Source: an optimization exercise on an open RTL-to-GDS flow (aim: small area and a short achievable clock period). Production flows keep margins and buffers that such runs may drop. Where RTL was checked, it was by simulation tests only, not by an equivalence proof against the original. Power figures rest on the tool's default switching activity, not on a simulated workload.

try-umber:
==> module mcu_single_cycle, before the edit <==
module mcu_single_cycle(clk, nClear, instr_in, pc_out, write_back_data);
	input clk, nClear;
	input [15:0] instr_in;
	output [15:0] pc_out;
	output [15:0] write_back_data;
	wire [3:0] op = instr_in[15:12];
	wire [3:0] fa = instr_in[11:8];
	wire [3:0] fb = instr_in[7:4];
	wire [3:0] fc = instr_in[3:0];
	wire [15:0] imm = {{12{fc[3]}}, fc};
	wire is_and  = (op == 4'h0);
	wire is_or   = (op == 4'h1);
	wire is_add  = (op == 4'h2);
	wire is_addi = (op == 4'h3);
	wire is_sub  = (op == 4'h6);
	wire is_slt  = (op == 4'h7);
	wire is_lw   = (op == 4'h8);
	wire is_sw   = (op == 4'hA);
	wire is_bne  = (op == 4'hE);
	wire is_jmp  = (op == 4'hF);
	wire reg_write = is_and | is_or | is_add | is_addi | is_sub | is_slt | is_lw;
	wire [3:0] dst = (is_addi | is_lw) ? fb : fc;
	reg [15:0] pc;
	wire [15:0] pc1 = pc + 16'd1;
	wire [15:0] pc_br = pc1 + imm;
	reg [15:0] rf [0:15];
	reg [15:0] valid;
	wire [15:0] ra = valid[fa] ? rf[fa] : 16'd0;
	wire [15:0] rb = valid[fb] ? rf[fb] : 16'd0;
	wire sub = is_sub | is_slt;
	wire [15:0] opb = is_addi ? imm : (sub ? ~rb : rb);
	wire [15:0] sum = ra + opb + {15'd0, sub};
	reg [15:0] dm [0:15];
	wire [3:0] maddr = ra[3:0] + fc;
	wire [15:0] mdata = dm[maddr];
	reg [15:0] wb;
	always @(*) begin
		if (is_lw)       wb = mdata;
		else if (is_and) wb = ra & rb;
		else if (is_or)  wb = ra | rb;
		else if (is_slt) wb = {15'd0, sum[15]};
		else             wb = sum;
	end
	assign write_back_data = wb;
	assign pc_out = pc;
	wire taken = is_bne & (ra != rb);
	wire [15:0] pc_next = is_jmp ? {pc1[15:12], instr_in[11:0]} : (taken ? pc_br : pc1);
	always @(posedge clk or negedge nClear)
		if (!nClear) pc <= 16'd0;
		else pc <= pc_next;
	always @(posedge clk or negedge nClear)
		if (!nClear) valid <= 16'd0;
		else if (reg_write) valid[dst] <= 1'b1;
	always @(posedge clk)
		if (reg_write) rf[dst] <= wb;
	always @(posedge clk)
		if (is_sw) dm[maddr] <= rb;
endmodule
Settings: LEC_CHECK=0, CAP_MARGIN=20, CORE_MARGIN=2, CORE_UTILIZATION=40, PLACE_DENSITY=0.6, SETUP_SLACK_MARGIN=1.5, SLEW_MARGIN=20; clock period 16.0 ns.
run.sh (not shown) runs the stock make flow with config.mk's settings and CLKGATE_MAP_FILE= SYNTH_SCRIPT=/design/flow/synth_recipe.tcl, a recipe that flattens the netlist after the stock synthesis.
try-umber: full flow OK, the timing, DRC and antenna checks passed
### try-umber -> try-violet
--- a/flow/design.v
+++ b/flow/design.v
@@ -25,16 +25,33 @@
 	wire [15:0] pc1 = pc + 16'd1;
 	wire [15:0] pc_br = pc1 + imm;
 	reg [15:0] rf [0:15];
 	reg [15:0] valid;
-	wire [15:0] ra = valid[fa] ? rf[fa] : 16'd0;
-	wire [15:0] rb = valid[fb] ? rf[fb] : 16'd0;
+	wire [15:0] sel_a = valid & (16'd1 << fa);
+	wire [15:0] sel_b = valid & (16'd1 << fb);
+	reg [15:0] ra, rb;
+	integer i;
+	always @(*) begin
+		ra = 16'd0;
+		rb = 16'd0;
+		for (i = 0; i < 16; i = i + 1) begin
+			ra = ra | ({16{sel_a[i]}} & rf[i]);
+			rb = rb | ({16{sel_b[i]}} & rf[i]);
+		end
+	end
 	wire sub = is_sub | is_slt;
 	wire [15:0] opb = is_addi ? imm : (sub ? ~rb : rb);
 	wire [15:0] sum = ra + opb + {15'd0, sub};
 	reg [15:0] dm [0:15];
 	wire [3:0] maddr = ra[3:0] + fc;
-	wire [15:0] mdata = dm[maddr];
+	wire [15:0] sel_m = 16'd1 << maddr;
+	reg [15:0] mdata;
+	integer j;
+	always @(*) begin
+		mdata = 16'd0;
+		for (j = 0; j < 16; j = j + 1)
+			mdata = mdata | ({16{sel_m[j]}} & dm[j]);
+	end
 	reg [15:0] wb;
 	always @(*) begin
 		if (is_lw)       wb = mdata;
 		else if (is_and) wb = ra & rb;
==> notes.md <==
- Relative to try-umber, the fraction of the mapped netlist area in simple logic gates of try-violet is higher by 5.7 points.
- Via count (try-violet / try-umber): 1.3
- Utilization ended up 0.33 points higher on try-violet than on try-umber.
- There was hardly any difference in adder-cell share of the synthesized area between try-umber and try-violet.
- In try-violet relative to try-umber, post-route total power had gone down by a few percent.
- Die area: try-violet better than try-umber
- Changes observed in try-violet relative to try-umber: cell count increased by 403 relative to the old numbers; core area shrank by 0.0015 mm2; wire length shows an increase of 31%; length of routed met2 wiring now larger.
- | total routing resource utilization after global routing | try-violet vs try-umber | 5.9 points higher |
- The critical path startpoint comes out instr_in[8] in one run and instr_in[6] in the other, namely in try-umber and try-violet respectively.
- try-violet: cell area is 480 um2 lower than what try-umber reported.
- Compared with try-umber, try-violet shows a synthesized netlist net count that is 27% higher.
- Routed metal-1 wire length (try-violet vs. try-umber) increases by more than a quarter

---

mcu_single_cycle, a different RTL version from the one above (not shown whole).
For scale: ~1800 cells after synthesis, about 540 flip-flops.
==> module mcu_single_cycle, before the edit <==
module mcu_single_cycle(clk, nClear, instr_in, pc_out, write_back_data);
	input clk, nClear;
	input [15:0] instr_in;
	output [15:0] pc_out;
	output [15:0] write_back_data;
	wire [3:0] op = instr_in[15:12];
	wire [3:0] fa = instr_in[11:8];
	wire [3:0] fb = instr_in[7:4];
	wire [3:0] fc = instr_in[3:0];
	wire [15:0] imm = {{12{fc[3]}}, fc};
	wire is_and  = (op == 4'h0);
	wire is_or   = (op == 4'h1);
	wire is_add  = (op == 4'h2);
	wire is_addi = (op == 4'h3);
	wire is_sub  = (op == 4'h6);
	wire is_slt  = (op == 4'h7);
	wire is_lw   = (op == 4'h8);
	wire is_sw   = (op == 4'hA);
	wire is_bne  = (op == 4'hE);
	wire is_jmp  = (op == 4'hF);
	wire reg_write = is_and | is_or | is_add | is_addi | is_sub | is_slt | is_lw;
	wire [3:0] dst = (is_addi | is_lw) ? fb : fc;
	reg [15:0] rf [0:15];
	reg [15:0] valid;
	wire [15:0] sel_a = valid & (16'd1 << fa);
	wire [15:0] sel_b = valid & (16'd1 << fb);
	reg [15:0] ra, rb;
	integer i;
	always @(*) begin
		ra = 16'd0;
		rb = 16'd0;
		for (i = 0; i < 16; i = i + 1) begin
			ra = ra | ({16{sel_a[i]}} & rf[i]);
			rb = rb | ({16{sel_b[i]}} & rf[i]);
		end
	end
	reg [15:0] dm [0:15];
	reg [15:0] sel_m;
	reg [3:0] t;
	integer j;
	always @(*)
		for (j = 0; j < 16; j = j + 1) begin
			t = j[3:0] - fc;
			sel_m[j] = (ra[3:0] == t);
		end
	reg [15:0] mdata;
	always @(*) begin
		mdata = 16'd0;
		for (j = 0; j < 16; j = j + 1)
			mdata = mdata | ({16{sel_m[j]}} & dm[j]);
	end
	wire sub = is_sub | is_slt;
	wire [15:0] opb = is_addi ? imm : (sub ? ~rb : rb);
	wire [15:0] sum = ra + opb + {15'd0, sub};
	wire [15:0] wb = ({16{is_lw}} & mdata)
	               | ({16{is_and}} & (ra & rb))
	               | ({16{is_or}} & (ra | rb))
	               | ({16{is_slt}} & {15'd0, sum[15]})
	               | ({16{is_add | is_addi | is_sub}} & sum);
	assign write_back_data = wb;
	reg [15:0] pc;
	assign pc_out = pc;
	wire taken = is_bne & (ra != rb);
	wire [4:0] k = taken ? ({fc[3], fc} + 5'd1) : 5'd1;
	wire [5:0] lo = {1'b0, pc[4:0]} + {1'b0, k};
	wire [10:0] hi_inc = pc[15:5] + 11'd1;
	wire [10:0] hi_dec = pc[15:5] - 11'd1;
	wire [10:0] hi = (lo[5] & ~k[4]) ? hi_inc : ((~lo[5] & k[4]) ? hi_dec : pc[15:5]);
	wire [15:0] pc_add = {hi, lo[4:0]};
	wire [15:0] pc_next = is_jmp ? {pc_add[15:12], instr_in[11:0]} : pc_add;
	always @(posedge clk or negedge nClear)
		if (!nClear) pc <= 16'd0;
		else pc <= pc_next;
	always @(posedge clk or negedge nClear)
		if (!nClear) valid <= 16'd0;
		else if (reg_write) valid[dst] <= 1'b1;
	always @(posedge clk)
		if (reg_write) rf[dst] <= wb;
	integer w;
	always @(posedge clk)
		for (w = 0; w < 16; w = w + 1)
			if (is_sw & sel_m[w]) dm[w] <= rb;
endmodule
==> flow/config.mk <==
export PLATFORM = sky130hd
export DESIGN_NAME = mcu_single_cycle
export DESIGN_NICKNAME = mcu_single_cycle
export VERILOG_FILES = /design/flow/design.v
export SDC_FILE = /design/flow/constraint.sdc
export NUM_CORES = 4
export LEC_CHECK = 0
export CAP_MARGIN = 20
export CORE_MARGIN = 2
export CORE_UTILIZATION = 70
export PLACE_DENSITY = 0.8
export SETUP_SLACK_MARGIN = 5
export SLEW_MARGIN = 20
export TNS_END_PERCENT = 0
==> flow/constraint.sdc <==
create_clock -name core_clock -period 16.0 [get_ports {clk}]
set_input_delay 3.2000 -clock core_clock [delete_from_list [all_inputs] [get_ports {clk}]]
set_output_delay 3.2000 -clock core_clock [all_outputs]
set_load 0.01 [all_outputs]
standard.sh (not shown) runs the stock make flow with config.mk's settings and CLKGATE_MAP_FILE= SYNTH_SCRIPT=/design/flow/synth_recipe.tcl, a recipe that flattens the netlist after the stock synthesis.
==> flow/flow/run.sh <==
#!/bin/bash
# The standard layout (standard.sh), with these changes:
# - clock tree: small clock buffers, no dummy clock loads
# - port buffers: a plain buffer cell, which the repair steps can resize
# Everything make prints goes to flow.log; ORFS keeps each step's own log under orfs/logs.
here=$PWD
bash standard.sh \
  "CTS_ARGS=-sink_clustering_enable -repair_clock_nets -dont_use_dummy_load -sink_clustering_size 18 -sink_clustering_max_diameter 60 -buf_list {sky130_fd_sc_hd__clkbuf_4 sky130_fd_sc_hd__clkbuf_8}" \
  "BUFFER_PORTS_ARGS=-buffer_cell sky130_fd_sc_hd__buf_2" \
  finish > flow.log 2>&1
Then changed:
--- a/flow/design.v
+++ b/flow/design.v
@@ -40,9 +40,19 @@
 	reg [3:0] t;
 	integer j;
-	always @(*)
-		for (j = 0; j < 16; j = j + 1) begin
-			t = j[3:0] - fc;
-			sel_m[j] = (ra[3:0] == t);
+	reg [3:0] m_lo;
+	reg [3:0] m_hi0, m_hi1;
+	reg [1:0] d;
+	always @(*) begin
+		for (j = 0; j < 4; j = j + 1) begin
+			d = j[1:0] - fc[1:0];
+			m_lo[j] = (ra[1:0] == d);
+			d = j[1:0] - fc[3:2];
+			m_hi0[j] = (ra[3:2] == d);
+			d = j[1:0] - fc[3:2] - 2'd1;
+			m_hi1[j] = (ra[3:2] == d);
 		end
+		for (j = 0; j < 16; j = j + 1)
+			sel_m[j] = m_lo[j % 4] & ((j % 4 < fc[1:0]) ? m_hi1[j / 4] : m_hi0[j / 4]);
+	end
 	reg [15:0] mdata;
 	always @(*) begin
@@ -52,6 +62,7 @@
 	end
 	wire sub = is_sub | is_slt;
-	wire [15:0] opb = is_addi ? imm : (sub ? ~rb : rb);
-	wire [15:0] sum = ra + opb + {15'd0, sub};
+	wire [15:0] add_res = ra + (is_addi ? imm : rb);
+	wire [15:0] sub_res = ra - rb;
+	wire [15:0] sum = sub ? sub_res : add_res;
 	wire [15:0] wb = ({16{is_lw}} & mdata)
 	               | ({16{is_and}} & (ra & rb))
@@ -65,7 +76,17 @@
 	wire [4:0] k = taken ? ({fc[3], fc} + 5'd1) : 5'd1;
 	wire [5:0] lo = {1'b0, pc[4:0]} + {1'b0, k};
-	wire [10:0] hi_inc = pc[15:5] + 11'd1;
-	wire [10:0] hi_dec = pc[15:5] - 11'd1;
-	wire [10:0] hi = (lo[5] & ~k[4]) ? hi_inc : ((~lo[5] & k[4]) ? hi_dec : pc[15:5]);
+	wire up = lo[5] & ~k[4];
+	wire down = ~lo[5] & k[4];
+	reg [10:0] ones, zeros;
+	integer h;
+	always @(*) begin
+		ones[0] = 1'b1;
+		zeros[0] = 1'b1;
+		for (h = 1; h < 11; h = h + 1) begin
+			ones[h] = ones[h-1] & pc[4+h];
+			zeros[h] = zeros[h-1] & ~pc[4+h];
+		end
+	end
+	wire [10:0] hi = pc[15:5] ^ (({11{up}} & ones) | ({11{down}} & zeros));
 	wire [15:0] pc_add = {hi, lo[4:0]};
 	wire [15:0] pc_next = is_jmp ? {pc_add[15:12], instr_in[11:0]} : pc_add;
Outcome: Cell count rose by a few percent. Non-clock buffer count climbs by 9. Combinational power came out higher by roughly a tenth. Die area came out higher by a few percent. Setup slack got worse by 0.13 ns. Global-route usage came out higher by 0.84 points. Design area came out higher by a few percent. Critical path depth rises by 6. Power went up by a few percent. Routed wire length came out higher by a few percent. Sequential share of layout area is lower by 2.0 points.
Only the layout flow was run in the second run of this note; the RTL was not checked for function there.

==> separate check: timing with driven ports <==
The results above use ideal ports. As a check the final layouts listed here were re-extracted and re-timed, cells and wires unchanged.
Step 1 sets driving cells, clkbuf_16 on the clock port and buf_2 on the other inputs (assumed; they add their load-dependent delay and slew).
Step 2, shift: input delay + t, output delay - t, t = (earliest + latest rising clock arrival at the registers) / 2. This alone moves slack from input paths to output paths.
a / b / c = ideal ports / drivers / drivers and shift; a / b = the first two.
| run | t, ns | setup WS [ns] | worst setup path after step 2 | worst slew at a driven data input, ns | pins driven straight from the clock port |
|---|---|---|---|---|---|
| try-umber | 0.671 | 3.250 / 3.221 / 3.221 | input to output | 0.05 | 1 |
| try-violet | 0.680 | 2.424 / 2.400 / 2.400 | input to output | 0.06 | 1 |
| the first run of note 2 | 0.689 | 5.084 / 5.063 / 5.063 | input to output | 0.03 | 1 |
| the second run of note 2 | 0.681 | 4.952 / 4.922 / 4.922 | input to output | 0.04 | 1 |
After both steps every run listed still meets setup and hold. For the second run of note 2, which loses most, drivers alone change the setup slack by -0.030 ns; drivers and shift together by -0.030 ns.
